Context: an optimization exercise on an open-source flow, tuned for small area. The choices shown serve that exercise and are no tape-out recipe. No functional check of the RTL was part of any run shown here. Power figures rest on the tool's default switching activity, not on a simulated workload.

--- flow/run.sh ---
#!/bin/bash
# synth_recipe.tcl (not shown) runs the flow's synth.tcl, then flattens the netlist and writes it again
# the make line also repeats each setting of config.mk as NAME=value (left out here)
make -C /OpenROAD-flow-scripts/flow DESIGN_CONFIG=/design/flow/config.mk WORK_HOME=/design/flow/orfs CLKGATE_MAP_FILE= SYNTH_SCRIPT=/design/flow/synth_recipe.tcl finish
--- flow/config.mk ---
export PLATFORM = sky130hd
export DESIGN_NAME = cpu_core
export DESIGN_NICKNAME = cpu_core
export VERILOG_FILES = /design/flow/design.v
export SDC_FILE = /design/flow/constraint.sdc
export NUM_CORES = 4
export LEC_CHECK = 0
export CAP_MARGIN = 20
export CORE_MARGIN = 2
export CORE_UTILIZATION = 40
export SLEW_MARGIN = 20
export SYNTH_HIERARCHICAL = 1
export SYNTH_MINIMUM_KEEP_SIZE = 0
--- flow/constraint.sdc ---
create_clock -name core_clock -period 11.0 [get_ports {clk}]
set_input_delay 2.2000 -clock core_clock [delete_from_list [all_inputs] [get_ports {clk}]]
set_output_delay 2.2000 -clock core_clock [all_outputs]
set_load 0.01 [all_outputs]
--- flow/design.v ---
module fa1(input a, input b, input c, output s, output co);
    assign s = a ^ b ^ c;
    assign co = (a & b) | (a & c) | (b & c);
endmodule
module aoi222(input a1, input a2, input b1, input b2, input c1, input c2, output y);
    assign y = ~((a1 & a2) | (b1 & b2) | (c1 & c2));
endmodule
module aoi22(input a1, input a2, input b1, input b2, output y);
    assign y = ~((a1 & a2) | (b1 & b2));
endmodule
module nand2m(input a, input b, output y);
    assign y = ~(a & b);
endmodule
module nand3m(input a, input b, input c, output y);
    assign y = ~(a & b & c);
endmodule
module and3m(input a, input b, input c, output y);
    assign y = a & b & c;
endmodule
module nand4m(input a, input b, input c, input d, output y);
    assign y = ~(a & b & c & d);
endmodule
module a21o(input a1, input a2, input b1, output y);
    assign y = (a1 & a2) | b1;
endmodule
module rd16(input [15:0] s, input [15:0] d, output y);
    wire t0, t1, t2, t3, t4, t5, v;
    aoi222 g0 (.a1(s[0]),  .a2(d[0]),  .b1(s[1]),  .b2(d[1]),  .c1(s[2]),  .c2(d[2]),  .y(t0));
    aoi222 g1 (.a1(s[3]),  .a2(d[3]),  .b1(s[4]),  .b2(d[4]),  .c1(s[5]),  .c2(d[5]),  .y(t1));
    aoi222 g2 (.a1(s[6]),  .a2(d[6]),  .b1(s[7]),  .b2(d[7]),  .c1(s[8]),  .c2(d[8]),  .y(t2));
    aoi222 g3 (.a1(s[9]),  .a2(d[9]),  .b1(s[10]), .b2(d[10]), .c1(s[11]), .c2(d[11]), .y(t3));
    aoi222 g4 (.a1(s[12]), .a2(d[12]), .b1(s[13]), .b2(d[13]), .c1(s[14]), .c2(d[14]), .y(t4));
    nand2m g5 (.a(s[15]), .b(d[15]), .y(t5));
    and3m  g6 (.a(t0), .b(t1), .c(t2), .y(v));
    nand4m g7 (.a(v), .b(t3), .c(t4), .d(t5), .y(y));
endmodule
module mul16lo(input [15:0] a, input [15:0] b, output [15:0] p);
    wire pp1 = ~(a[0] & b[0]);
    wire pp2 = ~(a[0] & b[1]);
    wire pp3 = ~(a[0] & b[2]);
    wire pp4 = ~(a[0] & b[3]);
    wire pp5 = ~(a[0] & b[4]);
    wire pp6 = ~(a[0] & b[5]);
    wire pp7 = ~(a[0] & b[6]);
    wire pp8 = ~(a[0] & b[7]);
    wire pp9 = ~(a[0] & b[8]);
    wire pp10 = ~(a[0] & b[9]);
    wire pp11 = ~(a[0] & b[10]);
    wire pp12 = ~(a[0] & b[11]);
    wire pp13 = ~(a[0] & b[12]);
    wire pp14 = ~(a[0] & b[13]);
    wire pp15 = ~(a[0] & b[14]);
    wire pp16 = ~(a[0] & b[15]);
    wire pp17 = ~(a[1] & b[0]);
    wire pp18 = ~(a[1] & b[1]);
    wire pp19 = ~(a[1] & b[2]);
    wire pp20 = ~(a[1] & b[3]);
    wire pp21 = ~(a[1] & b[4]);
    wire pp22 = ~(a[1] & b[5]);
    wire pp23 = ~(a[1] & b[6]);
    wire pp24 = ~(a[1] & b[7]);
    wire pp25 = ~(a[1] & b[8]);
    wire pp26 = ~(a[1] & b[9]);
    wire pp27 = ~(a[1] & b[10]);
    wire pp28 = ~(a[1] & b[11]);
    wire pp29 = ~(a[1] & b[12]);
    wire pp30 = ~(a[1] & b[13]);
    wire pp31 = ~(a[1] & b[14]);
    wire pp32 = ~(a[2] & b[0]);
    wire pp33 = ~(a[2] & b[1]);
    wire pp34 = ~(a[2] & b[2]);
    wire pp35 = ~(a[2] & b[3]);
    wire pp36 = ~(a[2] & b[4]);
    wire pp37 = ~(a[2] & b[5]);
    wire pp38 = ~(a[2] & b[6]);
    wire pp39 = ~(a[2] & b[7]);
    wire pp40 = ~(a[2] & b[8]);
    wire pp41 = ~(a[2] & b[9]);
    wire pp42 = ~(a[2] & b[10]);
    wire pp43 = ~(a[2] & b[11]);
    wire pp44 = ~(a[2] & b[12]);
    wire pp45 = ~(a[2] & b[13]);
    wire pp46 = ~(a[3] & b[0]);
    wire pp47 = ~(a[3] & b[1]);
    wire pp48 = ~(a[3] & b[2]);
    wire pp49 = ~(a[3] & b[3]);
    wire pp50 = ~(a[3] & b[4]);
    wire pp51 = ~(a[3] & b[5]);
    wire pp52 = ~(a[3] & b[6]);
    wire pp53 = ~(a[3] & b[7]);
    wire pp54 = ~(a[3] & b[8]);
    wire pp55 = ~(a[3] & b[9]);
    wire pp56 = ~(a[3] & b[10]);
    wire pp57 = ~(a[3] & b[11]);
    wire pp58 = ~(a[3] & b[12]);
    wire pp59 = ~(a[4] & b[0]);
    wire pp60 = ~(a[4] & b[1]);
    wire pp61 = ~(a[4] & b[2]);
    wire pp62 = ~(a[4] & b[3]);
    wire pp63 = ~(a[4] & b[4]);
    wire pp64 = ~(a[4] & b[5]);
    wire pp65 = ~(a[4] & b[6]);
    wire pp66 = ~(a[4] & b[7]);
    wire pp67 = ~(a[4] & b[8]);
    wire pp68 = ~(a[4] & b[9]);
    wire pp69 = ~(a[4] & b[10]);
    wire pp70 = ~(a[4] & b[11]);
    wire pp71 = ~(a[5] & b[0]);
    wire pp72 = ~(a[5] & b[1]);
    wire pp73 = ~(a[5] & b[2]);
    wire pp74 = ~(a[5] & b[3]);
    wire pp75 = ~(a[5] & b[4]);
    wire pp76 = ~(a[5] & b[5]);
    wire pp77 = ~(a[5] & b[6]);
    wire pp78 = ~(a[5] & b[7]);
    wire pp79 = ~(a[5] & b[8]);
    wire pp80 = ~(a[5] & b[9]);
    wire pp81 = ~(a[5] & b[10]);
    wire pp82 = ~(a[6] & b[0]);
    wire pp83 = ~(a[6] & b[1]);
    wire pp84 = ~(a[6] & b[2]);
    wire pp85 = ~(a[6] & b[3]);
    wire pp86 = ~(a[6] & b[4]);
    wire pp87 = ~(a[6] & b[5]);
    wire pp88 = ~(a[6] & b[6]);
    wire pp89 = ~(a[6] & b[7]);
    wire pp90 = ~(a[6] & b[8]);
    wire pp91 = ~(a[6] & b[9]);
    wire pp92 = ~(a[7] & b[0]);
    wire pp93 = ~(a[7] & b[1]);
    wire pp94 = ~(a[7] & b[2]);
    wire pp95 = ~(a[7] & b[3]);
    wire pp96 = ~(a[7] & b[4]);
    wire pp97 = ~(a[7] & b[5]);
    wire pp98 = ~(a[7] & b[6]);
    wire pp99 = ~(a[7] & b[7]);
    wire pp100 = ~(a[7] & b[8]);
    wire pp101 = ~(a[8] & b[0]);
    wire pp102 = ~(a[8] & b[1]);
    wire pp103 = ~(a[8] & b[2]);
    wire pp104 = ~(a[8] & b[3]);
    wire pp105 = ~(a[8] & b[4]);
    wire pp106 = ~(a[8] & b[5]);
    wire pp107 = ~(a[8] & b[6]);
    wire pp108 = ~(a[8] & b[7]);
    wire pp109 = ~(a[9] & b[0]);
    wire pp110 = ~(a[9] & b[1]);
    wire pp111 = ~(a[9] & b[2]);
    wire pp112 = ~(a[9] & b[3]);
    wire pp113 = ~(a[9] & b[4]);
    wire pp114 = ~(a[9] & b[5]);
    wire pp115 = ~(a[9] & b[6]);
    wire pp116 = ~(a[10] & b[0]);
    wire pp117 = ~(a[10] & b[1]);
    wire pp118 = ~(a[10] & b[2]);
    wire pp119 = ~(a[10] & b[3]);
    wire pp120 = ~(a[10] & b[4]);
    wire pp121 = ~(a[10] & b[5]);
    wire pp122 = ~(a[11] & b[0]);
    wire pp123 = ~(a[11] & b[1]);
    wire pp124 = ~(a[11] & b[2]);
    wire pp125 = ~(a[11] & b[3]);
    wire pp126 = ~(a[11] & b[4]);
    wire pp127 = ~(a[12] & b[0]);
    wire pp128 = ~(a[12] & b[1]);
    wire pp129 = ~(a[12] & b[2]);
    wire pp130 = ~(a[12] & b[3]);
    wire pp131 = ~(a[13] & b[0]);
    wire pp132 = ~(a[13] & b[1]);
    wire pp133 = ~(a[13] & b[2]);
    wire pp134 = ~(a[14] & b[0]);
    wire pp135 = ~(a[14] & b[1]);
    wire pp136 = ~(a[15] & b[0]);
    wire s137 = pp17 ^ pp2;
    wire c138 = pp17 | pp2;
    wire s139, c140;
    fa1 us139 (.a(pp18), .b(pp3), .c(pp32), .s(s139), .co(c140));
    wire s141 = c138 ^ s139;
    wire c142 = c138 | s139;
    wire s143, c144;
    fa1 us143 (.a(pp19), .b(pp33), .c(pp4), .s(s143), .co(c144));
    wire s145, c146;
    fa1 us145 (.a(pp46), .b(c140), .c(s143), .s(s145), .co(c146));
    wire s147 = c142 ^ s145;
    wire c148 = c142 | s145;
    wire s149, c150;
    fa1 us149 (.a(pp20), .b(pp34), .c(pp47), .s(s149), .co(c150));
    wire s151, c152;
    fa1 us151 (.a(pp5), .b(pp59), .c(c144), .s(s151), .co(c152));
    wire s153, c154;
    fa1 us153 (.a(s149), .b(c146), .c(s151), .s(s153), .co(c154));
    wire s155 = c148 ^ s153;
    wire c156 = c148 | s153;
    wire s157, c158;
    fa1 us157 (.a(pp21), .b(pp35), .c(pp48), .s(s157), .co(c158));
    wire s159, c160;
    fa1 us159 (.a(pp6), .b(pp60), .c(pp71), .s(s159), .co(c160));
    wire s161, c162;
    fa1 us161 (.a(c150), .b(s157), .c(s159), .s(s161), .co(c162));
    wire s163, c164;
    fa1 us163 (.a(c152), .b(s161), .c(c154), .s(s163), .co(c164));
    wire s165 = c156 ^ s163;
    wire c166 = c156 | s163;
    wire s167, c168;
    fa1 us167 (.a(pp22), .b(pp36), .c(pp49), .s(s167), .co(c168));
    wire s169, c170;
    fa1 us169 (.a(pp61), .b(pp7), .c(pp72), .s(s169), .co(c170));
    wire s171, c172;
    fa1 us171 (.a(pp82), .b(c158), .c(c160), .s(s171), .co(c172));
    wire s173, c174;
    fa1 us173 (.a(s167), .b(s169), .c(c162), .s(s173), .co(c174));
    wire s175, c176;
    fa1 us175 (.a(s171), .b(s173), .c(c164), .s(s175), .co(c176));
    wire s177 = c166 ^ s175;
    wire c178 = c166 | s175;
    wire s179, c180;
    fa1 us179 (.a(pp23), .b(pp37), .c(pp50), .s(s179), .co(c180));
    wire s181, c182;
    fa1 us181 (.a(pp62), .b(pp73), .c(pp8), .s(s181), .co(c182));
    wire s183, c184;
    fa1 us183 (.a(pp83), .b(pp92), .c(c168), .s(s183), .co(c184));
    wire s185, c186;
    fa1 us185 (.a(c170), .b(s179), .c(s181), .s(s185), .co(c186));
    wire s187, c188;
    fa1 us187 (.a(c172), .b(s183), .c(s185), .s(s187), .co(c188));
    wire s189, c190;
    fa1 us189 (.a(c174), .b(s187), .c(c176), .s(s189), .co(c190));
    wire s191 = c178 ^ s189;
    wire c192 = c178 | s189;
    wire s193, c194;
    fa1 us193 (.a(pp101), .b(pp24), .c(pp38), .s(s193), .co(c194));
    wire s195, c196;
    fa1 us195 (.a(pp51), .b(pp63), .c(pp74), .s(s195), .co(c196));
    wire s197, c198;
    fa1 us197 (.a(pp84), .b(pp9), .c(pp93), .s(s197), .co(c198));
    wire s199, c200;
    fa1 us199 (.a(c180), .b(c182), .c(s193), .s(s199), .co(c200));
    wire s201, c202;
    fa1 us201 (.a(s195), .b(s197), .c(c184), .s(s201), .co(c202));
    wire s203, c204;
    fa1 us203 (.a(c186), .b(s199), .c(c188), .s(s203), .co(c204));
    wire s205, c206;
    fa1 us205 (.a(s201), .b(s203), .c(c190), .s(s205), .co(c206));
    wire s207 = c192 ^ s205;
    wire c208 = c192 | s205;
    wire s209, c210;
    fa1 us209 (.a(pp10), .b(pp102), .c(pp109), .s(s209), .co(c210));
    wire s211, c212;
    fa1 us211 (.a(pp25), .b(pp39), .c(pp52), .s(s211), .co(c212));
    wire s213, c214;
    fa1 us213 (.a(pp64), .b(pp75), .c(pp85), .s(s213), .co(c214));
    wire s215, c216;
    fa1 us215 (.a(pp94), .b(c194), .c(c196), .s(s215), .co(c216));
    wire s217, c218;
    fa1 us217 (.a(c198), .b(s209), .c(s211), .s(s217), .co(c218));
    wire s219, c220;
    fa1 us219 (.a(s213), .b(c200), .c(s215), .s(s219), .co(c220));
    wire s221, c222;
    fa1 us221 (.a(s217), .b(c202), .c(s219), .s(s221), .co(c222));
    wire s223, c224;
    fa1 us223 (.a(c204), .b(s221), .c(c206), .s(s223), .co(c224));
    wire s225 = c208 ^ s223;
    wire c226 = c208 | s223;
    wire s227, c228;
    fa1 us227 (.a(pp103), .b(pp11), .c(pp110), .s(s227), .co(c228));
    wire s229, c230;
    fa1 us229 (.a(pp116), .b(pp26), .c(pp40), .s(s229), .co(c230));
    wire s231, c232;
    fa1 us231 (.a(pp53), .b(pp65), .c(pp76), .s(s231), .co(c232));
    wire s233, c234;
    fa1 us233 (.a(pp86), .b(pp95), .c(c210), .s(s233), .co(c234));
    wire s235, c236;
    fa1 us235 (.a(c212), .b(c214), .c(s227), .s(s235), .co(c236));
    wire s237, c238;
    fa1 us237 (.a(s229), .b(s231), .c(c216), .s(s237), .co(c238));
    wire s239, c240;
    fa1 us239 (.a(c218), .b(s233), .c(s235), .s(s239), .co(c240));
    wire s241, c242;
    fa1 us241 (.a(c220), .b(s237), .c(s239), .s(s241), .co(c242));
    wire s243, c244;
    fa1 us243 (.a(c222), .b(s241), .c(c224), .s(s243), .co(c244));
    wire s245 = c226 ^ s243;
    wire c246 = c226 | s243;
    wire s247, c248;
    fa1 us247 (.a(pp104), .b(pp111), .c(pp117), .s(s247), .co(c248));
    wire s249, c250;
    fa1 us249 (.a(pp12), .b(pp122), .c(pp27), .s(s249), .co(c250));
    wire s251, c252;
    fa1 us251 (.a(pp41), .b(pp54), .c(pp66), .s(s251), .co(c252));
    wire s253, c254;
    fa1 us253 (.a(pp77), .b(pp87), .c(pp96), .s(s253), .co(c254));
    wire s255, c256;
    fa1 us255 (.a(c228), .b(c230), .c(c232), .s(s255), .co(c256));
    wire s257, c258;
    fa1 us257 (.a(s247), .b(s249), .c(s251), .s(s257), .co(c258));
    wire s259, c260;
    fa1 us259 (.a(s253), .b(c234), .c(c236), .s(s259), .co(c260));
    wire s261, c262;
    fa1 us261 (.a(s255), .b(s257), .c(c238), .s(s261), .co(c262));
    wire s263, c264;
    fa1 us263 (.a(c240), .b(s259), .c(c242), .s(s263), .co(c264));
    wire s265, c266;
    fa1 us265 (.a(s261), .b(s263), .c(c244), .s(s265), .co(c266));
    wire s267 = c246 ^ s265;
    wire c268 = c246 | s265;
    wire s269, c270;
    fa1 us269 (.a(pp105), .b(pp112), .c(pp118), .s(s269), .co(c270));
    wire s271, c272;
    fa1 us271 (.a(pp123), .b(pp127), .c(pp13), .s(s271), .co(c272));
    wire s273, c274;
    fa1 us273 (.a(pp28), .b(pp42), .c(pp55), .s(s273), .co(c274));
    wire s275, c276;
    fa1 us275 (.a(pp67), .b(pp78), .c(pp88), .s(s275), .co(c276));
    wire s277, c278;
    fa1 us277 (.a(pp97), .b(c248), .c(c250), .s(s277), .co(c278));
    wire s279, c280;
    fa1 us279 (.a(c252), .b(c254), .c(s269), .s(s279), .co(c280));
    wire s281, c282;
    fa1 us281 (.a(s271), .b(s273), .c(s275), .s(s281), .co(c282));
    wire s283, c284;
    fa1 us283 (.a(c256), .b(c258), .c(s277), .s(s283), .co(c284));
    wire s285, c286;
    fa1 us285 (.a(s279), .b(s281), .c(c260), .s(s285), .co(c286));
    wire s287, c288;
    fa1 us287 (.a(s283), .b(c262), .c(s285), .s(s287), .co(c288));
    wire s289, c290;
    fa1 us289 (.a(c264), .b(s287), .c(c266), .s(s289), .co(c290));
    wire s291 = c268 ^ s289;
    wire c292 = c268 | s289;
    wire s293, c294;
    fa1 us293 (.a(pp106), .b(pp113), .c(pp119), .s(s293), .co(c294));
    wire s295, c296;
    fa1 us295 (.a(pp124), .b(pp128), .c(pp131), .s(s295), .co(c296));
    wire s297, c298;
    fa1 us297 (.a(pp14), .b(pp29), .c(pp43), .s(s297), .co(c298));
    wire s299, c300;
    fa1 us299 (.a(pp56), .b(pp68), .c(pp79), .s(s299), .co(c300));
    wire s301, c302;
    fa1 us301 (.a(pp89), .b(pp98), .c(c270), .s(s301), .co(c302));
    wire s303, c304;
    fa1 us303 (.a(c272), .b(c274), .c(c276), .s(s303), .co(c304));
    wire s305, c306;
    fa1 us305 (.a(s293), .b(s295), .c(s297), .s(s305), .co(c306));
    wire s307, c308;
    fa1 us307 (.a(s299), .b(c278), .c(c280), .s(s307), .co(c308));
    wire s309, c310;
    fa1 us309 (.a(c282), .b(s301), .c(s303), .s(s309), .co(c310));
    wire s311, c312;
    fa1 us311 (.a(s305), .b(c284), .c(s307), .s(s311), .co(c312));
    wire s313, c314;
    fa1 us313 (.a(s309), .b(c286), .c(s311), .s(s313), .co(c314));
    wire s315, c316;
    fa1 us315 (.a(c288), .b(s313), .c(c290), .s(s315), .co(c316));
    wire s317 = c292 ^ s315;
    wire c318 = c292 | s315;
    wire s319, c320;
    fa1 us319 (.a(pp107), .b(pp114), .c(pp120), .s(s319), .co(c320));
    wire s321, c322;
    fa1 us321 (.a(pp125), .b(pp129), .c(pp132), .s(s321), .co(c322));
    wire s323, c324;
    fa1 us323 (.a(pp134), .b(pp15), .c(pp30), .s(s323), .co(c324));
    wire s325, c326;
    fa1 us325 (.a(pp44), .b(pp57), .c(pp69), .s(s325), .co(c326));
    wire s327, c328;
    fa1 us327 (.a(pp80), .b(pp90), .c(pp99), .s(s327), .co(c328));
    wire s329, c330;
    fa1 us329 (.a(c294), .b(c296), .c(c298), .s(s329), .co(c330));
    wire s331, c332;
    fa1 us331 (.a(c300), .b(s319), .c(s321), .s(s331), .co(c332));
    wire s333, c334;
    fa1 us333 (.a(s323), .b(s325), .c(s327), .s(s333), .co(c334));
    wire s335, c336;
    fa1 us335 (.a(c302), .b(c304), .c(c306), .s(s335), .co(c336));
    wire s337, c338;
    fa1 us337 (.a(s329), .b(s331), .c(s333), .s(s337), .co(c338));
    wire s339, c340;
    fa1 us339 (.a(c308), .b(c310), .c(s335), .s(s339), .co(c340));
    wire s341, c342;
    fa1 us341 (.a(s337), .b(c312), .c(s339), .s(s341), .co(c342));
    wire s343, c344;
    fa1 us343 (.a(c314), .b(s341), .c(c316), .s(s343), .co(c344));
    wire s345 = c318 ^ s343;
    wire c346 = c318 | s343;
    wire x347 = pp100 ^ pp108;
    wire x348 = pp115 ^ pp121;
    wire x349 = pp126 ^ pp130;
    wire x350 = pp133 ^ pp135;
    wire x351 = pp136 ^ pp16;
    wire x352 = pp31 ^ pp45;
    wire x353 = pp58 ^ pp70;
    wire x354 = pp81 ^ pp91;
    wire x355 = x347 ^ x348;
    wire x356 = x349 ^ x350;
    wire x357 = x351 ^ x352;
    wire x358 = x353 ^ x354;
    wire x359 = c320 ^ c322;
    wire x360 = c324 ^ c326;
    wire x361 = c328 ^ x355;
    wire x362 = x356 ^ x357;
    wire x363 = x358 ^ x359;
    wire x364 = x360 ^ x361;
    wire x365 = x362 ^ c330;
    wire x366 = c332 ^ c334;
    wire x367 = x363 ^ x364;
    wire x368 = x365 ^ x366;
    wire x369 = x367 ^ c336;
    wire x370 = c338 ^ x368;
    wire x371 = x369 ^ x370;
    wire x372 = c340 ^ x371;
    wire x373 = x372 ^ c342;
    wire x374 = x373 ^ c344;
    wire x375 = x374 ^ c346;
    assign p = {x375, s345, s317, s291, s267, s245, s225, s207, s191, s177, s165, s155, s147, s141, s137, ~pp1};
endmodule
module cpu_core(
    input clk,
    input rst,
    output [5:0] pc_out,
    input [15:0] instr_out,
    input [15:0] mem_Data_in,
    output mem_wr,
    output mem_rd,
    output [15:0] reg_Data_2,
    output [5:0] data_mem_address
    );
    wire [3:0] op = instr_out[15:12];
    wire [3:0] rd = instr_out[11:8];
    wire [3:0] rs = instr_out[7:4];
    wire [3:0] rt = instr_out[3:0];
    genvar g, k;
    wire op_add  = (op == 4'h1);
    wire op_addi = (op == 4'h2);
    wire op_mul  = (op == 4'h3);
    wire op_and  = (op == 4'h4);
    wire op_or   = (op == 4'h5);
    wire op_div  = (op == 4'h6);
    wire op_jeq  = (op == 4'h7);
    wire op_cmp  = (op == 4'h8);
    wire op_mov  = (op == 4'h9);
    wire op_jmp  = (op == 4'hA);
    wire op_jr   = (op == 4'hB);
    wire op_lw   = (op == 4'hC);
    wire op_sw   = (op == 4'hD);
    wire op_li   = (op == 4'hE);
    wire op_sub  = (op == 4'hF);
    wire use_imm = op_addi | op_lw | op_sw;
    wire do_sub  = op_sub | op_cmp | op_jeq;
    wire reg_wr  = op_add | op_addi | op_mul | op_and | op_or | op_div |
                   op_cmp | op_mov | op_lw | op_li | op_sub;
    reg [15:0] rf [0:15];
    reg [15:0] valid;
    wire [15:0] sa, sb, we;
    generate for (g = 0; g < 16; g = g + 1) begin : dec
        assign sa[g] = valid[g] & (rs == g);
        assign sb[g] = valid[g] & (rt == g);
        assign we[g] = reg_wr & (rd == g);
    end endgenerate
    wire [15:0] A, B;
    generate for (k = 0; k < 16; k = k + 1) begin : rp
        wire [15:0] col;
        for (g = 0; g < 16; g = g + 1) begin : c
            assign col[g] = rf[g][k];
        end
        rd16 ra (.s(sa), .d(col), .y(A[k]));
        rd16 rb (.s(sb), .d(col), .y(B[k]));
    end endgenerate
    wire [15:0] Y;
    assign Y[3:0]  = use_imm ? rt : (B[3:0] ^ {4{do_sub}});
    assign Y[15:4] = use_imm ? 12'h000 : (B[15:4] ^ {12{do_sub}});
    wire [16:0] C;
    wire [15:0] S;
    assign C[0] = do_sub;
    generate for (g = 0; g < 16; g = g + 1) begin : add
        fa1 u (.a(A[g]), .b(Y[g]), .c(C[g]), .s(S[g]), .co(C[g+1]));
    end endgenerate
    wire eq = ~|S;           
    wire ge = C[16];         
    wire [15:0] P;
    mul16lo mu (.a(A), .b(B), .p(P));
    wire c_s   = op_add | op_addi | op_sub;
    wire c_and = op_and;
    wire c_x   = op_or | op_mov;       
    wire [15:0] K;                     
    assign K[7:0]   = ({8{op_li}} & instr_out[7:0]) | {8{op_cmp & ge}};
    assign K[11:8]  = {4{(op_li & instr_out[7]) | (op_cmp & (eq | ~ge))}};
    assign K[15:12] = {4{op_cmp & (eq | ~ge)}};
    wire [15:0] nK = ~K;
    wire [15:0] wd;
    generate for (k = 0; k < 16; k = k + 1) begin : wb
        wire t, u, v, w;
        a21o   ga (.a1(B[k]), .a2(c_and), .b1(c_x), .y(t));
        aoi222 gb (.a1(c_s), .a2(S[k]), .b1(op_mul), .b2(P[k]), .c1(op_lw), .c2(mem_Data_in[k]), .y(u));
        if (k < 15) begin : h
            aoi222 gc (.a1(op_div), .a2(A[k+1]), .b1(A[k]), .b2(t), .c1(op_or), .c2(B[k]), .y(v));
        end else begin : l
            aoi22  gc (.a1(A[k]), .a2(t), .b1(op_or), .b2(B[k]), .y(v));
        end
        nand3m gd (.a(u), .b(v), .c(nK[k]), .y(wd[k]));
    end endgenerate
    integer i;
    always @(posedge clk) begin
        for (i = 0; i < 16; i = i + 1)
            if (we[i]) rf[i] <= wd;
    end
    always @(posedge clk or posedge rst) begin
        if (rst) valid <= 16'h0000;
        else     valid <= valid | we;
    end
    reg [5:0] pc;
    assign pc_out = pc;
    wire [5:0] pc_inc = pc + 6'd1;
    wire s_jeq = op_jeq & eq;
    wire s_inc = ~(s_jeq | op_jr | op_jmp);
    wire [5:0] pc_nx = ({6{s_jeq}} & {2'b00, rd}) | ({6{op_jr}} & A[5:0]) |
                       ({6{op_jmp}} & instr_out[5:0]) | ({6{s_inc}} & pc_inc);
    always @(posedge clk or posedge rst) begin
        if (rst) pc <= 6'd0;
        else     pc <= pc_nx;
    end
    assign mem_rd = op_lw;
    assign mem_wr = op_sw;
    assign data_mem_address = S[5:0];
    assign reg_Data_2 = B;
endmodule
==> results of run 1 <==
modules after synthesis, one instance, submodules excluded, a selection:
module    cells inside  area (µm²)  flip-flops and latches  times used
aoi222               1        10.0                       0         191
mul16lo            224        1190                       0           1
fa1                  1        20.0                       0         107
cpu_core           513        9780                     278           1
nand4m               1        6.26                       0          32
nand2m               1        3.75                       0          32
a21o                 1        7.51                       0          16
and3m                1        6.26                       0          32
nand3m               1        5.00                       0          16
metrics by stage:
stage	instance area (µm²)	TNS, ps
4_1_cts	19100	0
3_5_place_dp	18200	-168580
6_report	19200	0
5_1_grt	19200	0
3_3_place_gp	18200	-144530
2_1_floorplan	15900	0
how the worst min path moves through the flow:
stage	to	slack [ps]	cells past startpoint
6_report	valid[9]$_DFF_PP0_	490	1
5_1_grt	valid[9]$_DFF_PP0_	510	1
4_1_cts	valid[9]$_DFF_PP0_	490	1
3_5_place_dp	valid[14]$_DFF_PP0_	470	1
3_3_place_gp	valid[13]$_DFF_PP0_	470	1
2_1_floorplan	valid[15]$_DFF_PP0_	430	1
metal layers:
layer,vias to the layer above,wire length [µm],part of all wire,global-route usage
li1,5195,-,-,-
met1,6228,20400,0.41,0.338
met2,775,23000,0.46,0.381
met3,119,5000,0.10,0.0419
met4,0,1330,0.027,0.0782
met5,-,0,0,0
final cells by class:
class | count | area [µm²] | share of cell area
tap | 518 | 648 | 0.0338
inverter | 17 | 63.8 | 0.00333
clock inverter | 16 | 138 | 0.00718
timing repair buffer | 232 | 1980 | 0.103
sequential | 278 | 8240 | 0.430
clock buffer | 33 | 741 | 0.0387
multi-input combinational | 812 | 7350 | 0.384
where the power goes:
group / switching [mW] / internal [mW]
Clock: 0.388 / 0.526
Sequential: 0.0336 / 1.29
Combinational: 0.735 / 0.575
kinds of logic (layout without fill, tap and decap cells):
kind of cell / Yosys count / in the layout / synth area share
adder cells (fa/ha/maj): 122 / 122 / 0.148
flip-flops: 278 / 278 / 0.523
multiplexers: 6 / 6 / 0.00389
AND/OR/NAND/NOR: 382 / 383 / 0.119
AO/OA/AOI/OAI: 252 / 252 / 0.151
XOR/XNOR: 49 / 49 / 0.0281
buffers and inverters: 75 / 298 / 0.0275
critical path: cells and delay by family:
kind / cells / cell delay [ps]
buffers and inverters: 3 / 570
AND/OR/NAND/NOR: 8 / 1360
AO/OA/AOI/OAI: 3 / 650
XOR/XNOR: 1 / 220
adder cells (fa/ha/maj): 16 / 5920
flip-flops by register name, summed over array words and instances (netlist names):
name	count
rf	256
valid	16
pc	6
placed cells by master, fill, tap and decap left out, drive strengths merged, types with 17 or more instances in the layout:
cell / count
edfxtp: 256
a222oi: 191
nand2: 180
buf: 168
fa: 107
and3: 71
clkdlybuf4s50: 55
xnor2: 41
clkbuf: 35
nand4: 33
nor2: 27
dfrtp: 22
nand3: 20
inv: 17
a21o: 17
what timing repair did:
item | 4_1_cts | 5_1_grt
pin swaps | 14 | 13
setup endpoints to repair | 182 | 166
buffers inserted | 1 | 0
gates resized for setup | 21 | 17
cloned | 1 | 0
==> flow_metrics.env, run 1 <==
export IMPL_status="no timing/DRC/antenna violations"
export IMPL_worstSetupEndpointType="register"
export IMPL_p_total_mw=3.54
export IMPL_via_per_inst=6.46
export IMPL_die_h_um=202
export IMPL_r2r_end="rf[5][9]$_DFFE_PP_"
export IMPL_wire_per_inst_um=26.1
export IMPL_synth_top_area_share=0.488
export IMPL_skew_ps=17.6
export IMPL_insertion_delay_ps=540
export IMPL_crit_fanout=16
export IMPL_wl_um=49800
export IMPL_num_vias=12300
export IMPL_placedCellCount=1854
export IMPL_rr_worst_depth=29
export IMPL_grt_pass1_vias=12400
export IMPL_start_util=0.407
export IMPL_layout_nets=1526
export IMPL_rsz0062_at_grt="no"
export IMPL_grt_max_degree=23
export IMPL_setup_viol=0
export IMPL_rrSetupSlack_ps=1940
export IMPL_synth_area_top_cells="edfxtp_1, fa_1, a222oi_1"
export IMPL_clkSlewWorstSetupHoldPaths_ps=60
export IMPL_stdcell_count=1906
export IMPL_ys_ff_latch=278
export IMPL_path_common_cell="fa_2"
export IMPL_drtIter0Drc=2298
export IMPL_cp_data_arrival_time_ps=10940
export IMPL_fin_crit_sh=0.977
export IMPL_yosys_cell_count_top_type="edfxtp_1"
export IMPL_core_um2=38700
export IMPL_io_pins=64
export IMPL_synthFlopType="edfxtp_1"
export IMPL_numCtsBuffers=29
export IMPL_synth_edf_count=256
export IMPL_p_per_area_nw_per_um2=185
export IMPL_num_rows=72
export IMPL_post_place_ws_ps=-817
export IMPL_die_area_um2=41000
export IMPL_yosysTopAreaCell="edfxtp_1"
export IMPL_required_ps=11190
export IMPL_grt_overflow=0
export IMPL_timing_fmax_mhz=93.0
export IMPL_insertedDiodeCount=0
export IMPL_tightest_slew_ps=1110
export IMPL_startpoint_type="primary input"
export IMPL_dp_hpwl_um=36200
export IMPL_postRouteAntennaNets=0
export IMPL_power_leakage_nw=6.40
export IMPL_synth_top_cells_by_count="edfxtp_1, a222oi_1, nand2_1"
export IMPL_startpoint="instr_out[2]"
export IMPL_path_class="primary input to register"
export IMPL_first_pass_iters=11
export IMPL_critPathSlowestCell="fa_1"
export IMPL_async_reset_ff_frac=0.0791
export IMPL_postSynthCellCount=1164
export IMPL_finalCriticalPeriod_ps=10750
export IMPL_gp_congestion=0.933
export IMPL_hold_violations=0
export IMPL_htreeDepth=1
export IMPL_maxSlewHeadroom=0.255
export IMPL_antenna_found_initial=0
export IMPL_ys_seq_area_frac=0.523
export IMPL_avgSynthCellArea_um2=13.5
export IMPL_r2r_start="valid[0]$_DFF_PP0_"
export IMPL_die_w_um=202
export IMPL_clock_sinks=278
export IMPL_drc_errors=0
export IMPL_slew_violations=0
export IMPL_min_path_type="register to register"
export IMPL_cts_tree="built"
export IMPL_synth_cell_types=51
export IMPL_fillCellCount=3354
export IMPL_max_stage_delay_ps=560
export IMPL_netlist_area_um2=15800
export IMPL_vdd_drop_max_v=0.000107
export IMPL_crit_path_end="rf[5][9]$_DFFE_PP_"
export IMPL_cap_violations=0
export IMPL_ys_warnings_count=8
export IMPL_cts_root_buffer="clkbuf_16"
export IMPL_ctsHoldBuffers=0
export IMPL_worstHoldStart="valid[9]$_DFF_PP0_"
export IMPL_grt_usage=0.241
export IMPL_whs_ps=485
export IMPL_clk_path_buf_depth=3
export IMPL_fin_util=0.495
export IMPL_area_growth_pct=21.5
export IMPL_setup_slack_ps=251
export IMPL_final_layout_size_suffix_gt1_frac=0.212
export IMPL_io_buffers=63
export IMPL_grt_pass1_wl_um=75900
==> run 2: changes to the inputs <==
--- a/flow/design.v
+++ b/flow/design.v
@@ -469,11 +469,21 @@
     assign Y[15:4] = use_imm ? 12'h000 : (B[15:4] ^ {12{do_sub}});
     wire [16:0] C;
     wire [15:0] S;
+    wire [16:8] C0, C1;
+    wire [15:8] S0, S1;
     assign C[0] = do_sub;
-    generate for (g = 0; g < 16; g = g + 1) begin : add
+    assign C0[8] = 1'b0;
+    assign C1[8] = 1'b1;
+    generate for (g = 0; g < 8; g = g + 1) begin : addl
         fa1 u (.a(A[g]), .b(Y[g]), .c(C[g]), .s(S[g]), .co(C[g+1]));
     end endgenerate
-    wire eq = ~|S;           
+    generate for (g = 8; g < 16; g = g + 1) begin : addh
+        fa1 u0 (.a(A[g]), .b(Y[g]), .c(C0[g]), .s(S0[g]), .co(C0[g+1]));
+        fa1 u1 (.a(A[g]), .b(Y[g]), .c(C1[g]), .s(S1[g]), .co(C1[g+1]));
+    end endgenerate
+    assign S[15:8] = C[8] ? S1 : S0;
+    assign C[16]   = C[8] ? C1[16] : C0[16];
+    wire eq = (A == B);      
     wire ge = C[16];         
     wire [15:0] P;
     mul16lo mu (.a(A), .b(B), .p(P));
--- a/flow/config.mk
+++ b/flow/config.mk
@@ -7,7 +7,10 @@
 export LEC_CHECK = 0
 export CAP_MARGIN = 20
 export CORE_MARGIN = 2
-export CORE_UTILIZATION = 40
+export CORE_UTILIZATION = 50
+export CTS_CLUSTER_DIAMETER = 80
+export CTS_CLUSTER_SIZE = 30
+export GPL_TIMING_DRIVEN = 0
 export SLEW_MARGIN = 20
 export SYNTH_HIERARCHICAL = 1
 export SYNTH_MINIMUM_KEEP_SIZE = 0
==> run 2 against run 1 <==
Net effect: still clean on timing, DRC and antenna; sequential power barely moved; hold slack improved by 30 ps; die area fell by 18%; routed wire length rose by 6.3%.
==> flow_metrics.env, run 2 <==
export IMPL_synth_mux_area_fraction=0.0100
export IMPL_timing_fmax_mhz=92.5
export IMPL_final_cell_mix="edfxtp_1, a222oi_1, nand2_1, buf_4, fa_1"
export IMPL_insertedDiodeCount=0
export IMPL_synthFlopType="edfxtp_1"
export IMPL_path_common_cell="fa_2"
export IMPL_slew_violations=0
export IMPL_synth_top_family_by_area="adder cells"
export IMPL_ys_ff_latch=278
export IMPL_yosys_area_share_simple=0.117
export IMPL_setup_slack_ps=184
export IMPL_postSynthCellCount=1185
export IMPL_first_pass_iters=8
export IMPL_grt_pass1_wl_um=77100
export IMPL_die_h_um=183
export IMPL_maxSlewHeadroom=0.242
export IMPL_fin_util=0.602
export IMPL_synth_edf_count=256
export IMPL_final_common_cell="edfxtp_1"
export IMPL_drc_errors=0
export IMPL_cap_violations=0
export IMPL_max_stage_delay_ps=530
export IMPL_netlist_area_um2=16000
export IMPL_critPathSlowestCell="fa_1"
export IMPL_num_rows=65
export IMPL_power_leakage_nw=6.26
export IMPL_largest_reg_flops=256
export IMPL_hold_violations=0
export IMPL_post_place_ws_ps=-2360
export IMPL_drtIter0Drc=2306
export IMPL_io_pins=64
export IMPL_antenna_found_initial=0
export IMPL_fin_setup_tns_ps=0
export IMPL_skew_ps=55.6
export IMPL_yosysTopAreaCell="edfxtp_1"
export IMPL_r2r_end="rf[3][15]$_DFFE_PP_"
export IMPL_avgSynthCellArea_um2=13.5
export IMPL_rr_worst_depth=30
export IMPL_finalCriticalPeriod_ps=10820
export IMPL_start_util=0.508
export IMPL_startpoint="instr_out[0]"
export IMPL_startpoint_type="primary input"
export IMPL_grt_usage=0.315
export IMPL_clk_path_buf_depth=3
export IMPL_top_register="rf"
export IMPL_required_ps=11290
export IMPL_vdd_drop_max_v=0.000130
export IMPL_min_path_type="register to register"
export IMPL_grt_overflow=0
export IMPL_crit_path_end="rf[3][15]$_DFFE_PP_"
export IMPL_setup_viol=0
export IMPL_stdcell_area_um2=19000
export IMPL_synth_area_top_cells="edfxtp_1, fa_1, a222oi_1"
export IMPL_insertion_delay_ps=530
export IMPL_die_w_um=183
export IMPL_cts_tree="built"
export IMPL_wire_per_inst_um=29.8
export IMPL_fillCellCount=2539
export IMPL_final_layout_size_suffix_gt1_frac=0.203
export IMPL_synth_top_cells_by_count="edfxtp_1, a222oi_1, nand2_1"
export IMPL_cts_root_buffer="clkbuf_16"
export IMPL_p_per_area_nw_per_um2=186
export IMPL_rrSetupSlack_ps=1770
export IMPL_area_growth_pct=18.6
export IMPL_r2r_start="valid[0]$_DFF_PP0_"
export IMPL_synth_xor_area_share=0.0364
export IMPL_io_buffers=63
export IMPL_core_um2=31600
export IMPL_clkSlewWorstSetupHoldPaths_ps=110
export IMPL_yosys_cell_count_top_type="edfxtp_1"
export IMPL_ctsHoldBuffers=0
export IMPL_ys_seq_area_frac=0.514
export IMPL_fin_crit_sh=0.983
export IMPL_crit_fanout=8
export IMPL_path_class="primary input to register"
export IMPL_clock_sinks=278
export IMPL_via_per_inst=7.04
export IMPL_die_area_um2=33500
export IMPL_synth_compound_area_share=0.143
export IMPL_layout_nets=1529
export IMPL_postPlaceCellArea_um2=17500
export IMPL_synth_cell_types=47
export IMPL_p_total_mw=3.54
export IMPL_num_vias=12500
export IMPL_gp_congestion=0.839
export IMPL_ys_warnings_count=8
export IMPL_grt_pass1_vias=12300
export IMPL_wl_um=53000
export IMPL_postRouteAntennaNets=0
export IMPL_worstSetupEndpointType="register"
export IMPL_htreeDepth=1
export IMPL_tightest_slew_ps=1130
export IMPL_cp_data_arrival_time_ps=11110
export IMPL_reg_top3="rf (256), valid (16), pc (6)"
export IMPL_grt_max_degree=32
export IMPL_dp_hpwl_um=35200
export IMPL_yosys_area_share_adder=0.155
export IMPL_async_reset_ff_frac=0.0791
export IMPL_synth_top_area_share=0.480
export IMPL_status="no timing/DRC/antenna violations"
export IMPL_numCtsBuffers=15
==> run 2: worst max-delay path: cells and delay by family <==
family / cells / cell delay [ps]
AO/OA/AOI/OAI: 2 / 770
XOR/XNOR: 5 / 930
AND/OR/NAND/NOR: 6 / 1180
adder cells (fa/ha/maj): 14 / 5220
buffers and inverters: 5 / 790
==> run 2: cell type report <==
cell class | count | area, µm² | share of cell area
sequential | 278 | 8240 | 0.434
multi-input combinational | 841 | 7780 | 0.409
timing repair buffer | 166 | 1540 | 0.0808
tap | 402 | 503 | 0.0265
clock buffer | 17 | 383 | 0.0201
buffer | 48 | 373 | 0.0196
clock inverter | 8 | 138 | 0.00724
inverter | 15 | 56.3 | 0.00296
==> run 2: routing by layer <==
layer / vias to the layer above / part of all wire / global-route usage
met5: - / 0 / 0
li1: 5184 / - / -
met3: 112 / 0.11 / 0.0403
met4: 0 / 0.029 / 0.113
met1: 6343 / 0.38 / 0.426
met2: 862 / 0.49 / 0.527
==> run 2: through the flow <==
stage	hold WS, ps	cells
final	515	1775
after global routing	530	1775
after CTS	496	1762
after detailed placement	464	1671
after global placement	468	1650
after floorplan	439	1185
==> run 2: how the worst min path moves through the flow <==
| stage | endpoint | cells past startpoint | from |
|---|---|---|---|
| 2_1_floorplan | valid[10]$_DFF_PP0_ | 1 | valid[10]$_DFF_PP0_ |
| 3_3_place_gp | valid[15]$_DFF_PP0_ | 1 | valid[15]$_DFF_PP0_ |
| 3_5_place_dp | valid[14]$_DFF_PP0_ | 1 | valid[14]$_DFF_PP0_ |
| 4_1_cts | valid[14]$_DFF_PP0_ | 1 | valid[14]$_DFF_PP0_ |
| 5_1_grt | valid[15]$_DFF_PP0_ | 1 | valid[15]$_DFF_PP0_ |
| 6_report | valid[14]$_DFF_PP0_ | 1 | valid[14]$_DFF_PP0_ |
==> run 2: timing repair <==
action                                  CTS  global route
endpoints found under the setup margin   80            16
buffers inserted                         67            14
pin swaps                                47            41
gates cloned                              1             0
gates resized for setup                 111            47
==> run 2: power breakdown <==
part / switching (mW) / internal [mW]
clock: 0.365 / 0.296
sequential: 0.0304 / 1.29
combinational: 0.855 / 0.704
total: 1.25 / 2.29
==> run 2: kinds of logic (layout without fill, tap and decap cells) <==
family / after synthesis / in the layout
other: 2 / 2
DFF: 278 / 278
xor gates and xnor gates: 65 / 65
adders and majority gates: 130 / 130
and+or+nand+nor: 383 / 383
muxes: 15 / 15
buffers and inverters: 66 / 254
AOI/OAI and AO/OA: 246 / 246
==> run 2: per-module statistics from Yosys, one instance, submodules excluded, a selection <==
| module | cells | flops+latches |
|---|---|---|
| nand3m | 1 | 0 |
| aoi222 | 1 | 0 |
| nand2m | 1 | 0 |
| cpu_core | 526 | 278 |
| nand4m | 1 | 0 |
| aoi22 | 1 | 0 |
| mul16lo | 224 | 0 |
| and3m | 1 | 0 |
| a21o | 1 | 0 |
| fa1 | 1 | 0 |
==> run 3: changes to the inputs <==
--- a/flow/design.v
+++ b/flow/design.v
@@ -483,7 +483,7 @@
     end endgenerate
     assign S[15:8] = C[8] ? S1 : S0;
     assign C[16]   = C[8] ? C1[16] : C0[16];
-    wire eq = (A == B);      
+    wire eq = ~|S;           
     wire ge = C[16];         
     wire [15:0] P;
     mul16lo mu (.a(A), .b(B), .p(P));
==> flow/flow/run.sh (new file) <==
#!/bin/bash
set -euo pipefail
export BUFFER_PORTS_ARGS="-buffer_cell sky130_fd_sc_hd__buf_1"
export RECOVER_POWER=100
export REMOVE_ABC_BUFFERS=1
export POST_GLOBAL_ROUTE_TCL="$PWD/flow/post_grt.tcl"
bash standard.sh > standard_flow.log 2>&1
==> flow/flow/post_grt.tcl (new file) <==
# Runs at the end of global routing, after power recovery: repair the slew and
# capacitance limits again, then setup and hold, and write the route guides anew.
global_route -start_incremental
repair_design_helper
detailed_placement
global_route -end_incremental
estimate_parasitics -global_routing
global_route -start_incremental
repair_timing_helper
detailed_placement
global_route -end_incremental
estimate_parasitics -global_routing
report_check_types -max_slew -max_capacitance
report_worst_slack
write_guides $::env(RESULTS_DIR)/route.guide
==> flow/standard.sh (new file) <==
#!/bin/bash
# synth_recipe.tcl (not shown) runs the flow's synth.tcl, then flattens the netlist and writes it again
# the make line also repeats each setting of config.mk as NAME=value (left out here)
make -C /OpenROAD-flow-scripts/flow DESIGN_CONFIG=/design/flow/config.mk WORK_HOME=/design/flow/orfs CLKGATE_MAP_FILE= SYNTH_SCRIPT=/design/flow/synth_recipe.tcl "${@:-finish}"
removed: flow/run.sh
==> run 3 against run 2 <==
Net effect: still clean; sequential cell count unchanged; non-clock buffer count shrank 46; total power fell by 9.4%; clock skew decreased by 20 ps; sequential share of layout area is 2.8 points higher; register-to-register slack barely moved.
==> flow_metrics.env, run 3 <==
export IMPL_largest_reg_flops=256
export IMPL_worstSetupEndpointType="register"
export IMPL_antenna_found_initial=0
export IMPL_rrSetupSlack_ps=1770
export IMPL_die_w_um=182
export IMPL_setup_viol=0
export IMPL_required_ps=11260
export IMPL_cp_data_arrival_time_ps=11080
export IMPL_cts_resized=66
export IMPL_yosys_cell_count_top_type="edfxtp_1"
export IMPL_setup_slack_ps=178
export IMPL_final_common_cell="edfxtp_1"
export IMPL_io_buffers=63
export IMPL_layout_nets=1478
export IMPL_async_reset_ff_frac=0.0791
export IMPL_timing_fmax_mhz=92.4
export IMPL_via_per_inst=7.12
export IMPL_fin_crit_sh=0.984
export IMPL_cap_violations=0
export IMPL_postSynthCellCount=1184
export IMPL_final_layout_size_suffix_gt1_frac=0.153
export IMPL_core_um2=31500
export IMPL_start_util=0.506
export IMPL_grt_usage=0.303
export IMPL_synth_area_top_cells="edfxtp_1, fa_1, a222oi_1"
export IMPL_grt_max_degree=31
export IMPL_insertion_delay_ps=520
export IMPL_insertedDiodeCount=0
export IMPL_area_growth_pct=12.1
export IMPL_post_cts_buffers=59
export IMPL_synth_top_cells_by_count="edfxtp_1, a222oi_1, nand2_1"
export IMPL_wire_per_inst_um=29.3
export IMPL_min_path_type="register to register"
export IMPL_ys_seq_area_frac=0.517
export IMPL_fin_setup_tns_ps=0
export IMPL_ys_warnings_count=8
export IMPL_clock_sinks=278
export IMPL_path_common_cell="fa_2"
export IMPL_maxSlewHeadroom=0.262
export IMPL_cts_tree="built"
export IMPL_fin_util=0.567
export IMPL_synth_edf_count=256
export IMPL_grt_pass1_vias=12100
export IMPL_final_cell_mix="edfxtp_1, a222oi_1, nand2_1, fa_1, buf_4"
export IMPL_synth_cell_types=52
export IMPL_netlist_area_um2=15900
export IMPL_finalCriticalPeriod_ps=10820
export IMPL_placedCellCount=1619
export IMPL_max_stage_delay_ps=480
export IMPL_critPathSlowestCell="fa_1"
export IMPL_startpoint_type="primary input"
export IMPL_vdd_drop_max_v=0.000172
export IMPL_io_pins=64
export IMPL_drc_errors=0
export IMPL_postPlaceCellArea_um2=16700
export IMPL_yosys_area_share_adder=0.156
export IMPL_synthFlopType="edfxtp_1"
export IMPL_synth_xor_area_share=0.0278
export IMPL_fillCellCount=2570
export IMPL_avgSynthCellArea_um2=13.5
export IMPL_synth_top_area_share=0.483
export IMPL_status="no timing/DRC/antenna violations"
export IMPL_die_area_um2=33300
export IMPL_ctsHoldBuffers=0
export IMPL_slew_violations=0
export IMPL_grt_overflow=0
export IMPL_stdcell_count=1720
export IMPL_tightest_slew_ps=1100
export IMPL_synth_top_family_by_area="adder cells"
export IMPL_dp_hpwl_um=33900
export IMPL_num_rows=65
export IMPL_die_h_um=182
export IMPL_yosys_area_share_simple=0.118
export IMPL_power_leakage_nw=5.72
export IMPL_gp_congestion=0.865
export IMPL_skew_ps=36.0
export IMPL_yosysTopAreaCell="edfxtp_1"
export IMPL_crit_fanout=8
export IMPL_clkSlewWorstSetupHoldPaths_ps=110
export IMPL_ys_ff_latch=278
export IMPL_grt_pass1_wl_um=75600
export IMPL_post_place_ws_ps=-2360
export IMPL_top_register="rf"
export IMPL_reg_top3="rf (256), valid (16), pc (6)"
export IMPL_num_vias=12200
export IMPL_htreeDepth=1
export IMPL_wl_um=50500
export IMPL_cts_root_buffer="clkbuf_16"
export IMPL_stdcell_area_um2=17900
export IMPL_drtIter0Drc=2122
export IMPL_numCtsBuffers=14
export IMPL_p_per_area_nw_per_um2=180
export IMPL_clk_path_buf_depth=3
export IMPL_postRouteAntennaNets=0
export IMPL_path_class="primary input to register"
export IMPL_hold_violations=0
export IMPL_first_pass_iters=10
export IMPL_synth_mux_area_fraction=0.0101
export IMPL_synth_compound_area_share=0.147
run 3: cell families (layout without fill, tap and decap cells):
group,Yosys count,in the layout
buffers and inverters,69,203
other,2,2
and+or+nand+nor,388,388
adders and majority gates,130,130
DFF,278,278
muxes,15,15
AOI/OAI and AO/OA,253,253
xor gates and xnor gates,49,49
run 3: layout make-up:
class | count | area, µm² | area share
sequential | 278 | 8240 | 0.461
multi-input combinational | 837 | 7550 | 0.423
clock inverter | 5 | 60.1 | 0.00336
timing repair buffer | 168 | 1070 | 0.0600
inverter | 15 | 56.3 | 0.00315
tap | 402 | 503 | 0.0282
clock buffer | 15 | 375 | 0.0210
run 3: Yosys stat by module (local to each module, per instance), excerpt:
module | flops+latches | cell area (µm²) | copies in the design | cells
cpu_core | 278 | 9780 | 1 | 525
mul16lo | 0 | 1190 | 1 | 224
fa1 | 0 | 20.0 | 115 | 1
aoi22 | 0 | 12.5 | 1 | 1
aoi222 | 0 | 10.0 | 191 | 1
a21o | 0 | 7.51 | 16 | 1
and3m | 0 | 6.26 | 32 | 1
nand4m | 0 | 6.26 | 32 | 1
nand3m | 0 | 5.00 | 16 | 1
nand2m | 0 | 3.75 | 32 | 1
run 3: worst max-delay path: cells and delay by family:
| family | cells | cell delay (ps) |
|---|---|---|
| compound gates | 2 | 780 |
| xor+xnor | 5 | 910 |
| fa+ha+maj | 14 | 5140 |
| buf+inv | 4 | 590 |
| simple gates | 6 | 1430 |
run 3: report_power, final:
part / internal [mW] / switching, mW
clock: 0.259 / 0.338
combinational: 0.511 / 0.781
sequential: 1.29 / 0.0309
total: 2.06 / 1.15
run 3: metrics by stage:
stage                     hold WS [ps]  power (mW)
final                              514        3.21
after global placement             483        2.52
after floorplan                    449        2.14
after detailed placement           487        2.55
after CTS                          511        3.18
run 3: routing by layer:
layer	vias up	share of wire	routed length (µm)	track usage
li1	5072	-	-	-
met1	6295	0.38	19400	0.405
met2	765	0.49	24700	0.511
met3	108	0.098	4940	0.0477
met4	0	0.028	1440	0.0939
met5	-	0	0	0
run 3: final timing paths:
| check | startpoint | cells after the start | endpoint |
|---|---|---|---|
| worst max-delay path | instr_out[2] | 31 | rf[8][15]$_DFFE_PP_ |
| worst min-delay path | valid[15]$_DFF_PP0_ | 1 | valid[15]$_DFF_PP0_ |
| worst max register to register | valid[6]$_DFF_PP0_ | 30 | rf[8][15]$_DFFE_PP_ |
| worst min register to register | valid[15]$_DFF_PP0_ | 1 | valid[15]$_DFF_PP0_ |
| max in group asynchronous | rst | 2 | valid[15]$_DFF_PP0_ |
| min in group asynchronous | rst | 2 | valid[12]$_DFF_PP0_ |

re-timing with driven ports:
The results above use ideal ports. As a check the final layouts listed here were re-extracted and re-timed, cells and wires unchanged. Step 1, drivers: a clkbuf_16 drives clk and a buf_2 each remaining input, both assumed. Step 2 moves the port delays by t, midway between the first and last clock arrival at a register: inputs arrive t later, outputs are due t later. That takes back most of the time a late clock gives input paths. Slacks: no drivers / after step 1 / after step 2; pairs: no drivers / after step 1.
run | t (ns) | setup WS [ns] | worst hold slack (ns) | clock arrival spread, ns
run 1 | 0.582 | 0.251 / 0.276 / -0.306 | 0.485 / 0.485 / 0.485 | 0.017 / 0.018
run 2 | 0.544 | 0.184 / 0.199 / -0.345 | 0.515 / 0.515 / 0.515 | 0.056 / 0.056
run 3 | 0.543 | 0.178 / 0.196 / -0.347 | 0.514 / 0.514 / 0.514 | 0.036 / 0.036
With both steps, setup timing fails in every run listed, where it was met with ideal ports. For run 1, which loses most, drivers alone change the setup slack by +0.025 ns; drivers and shift together by -0.557 ns.
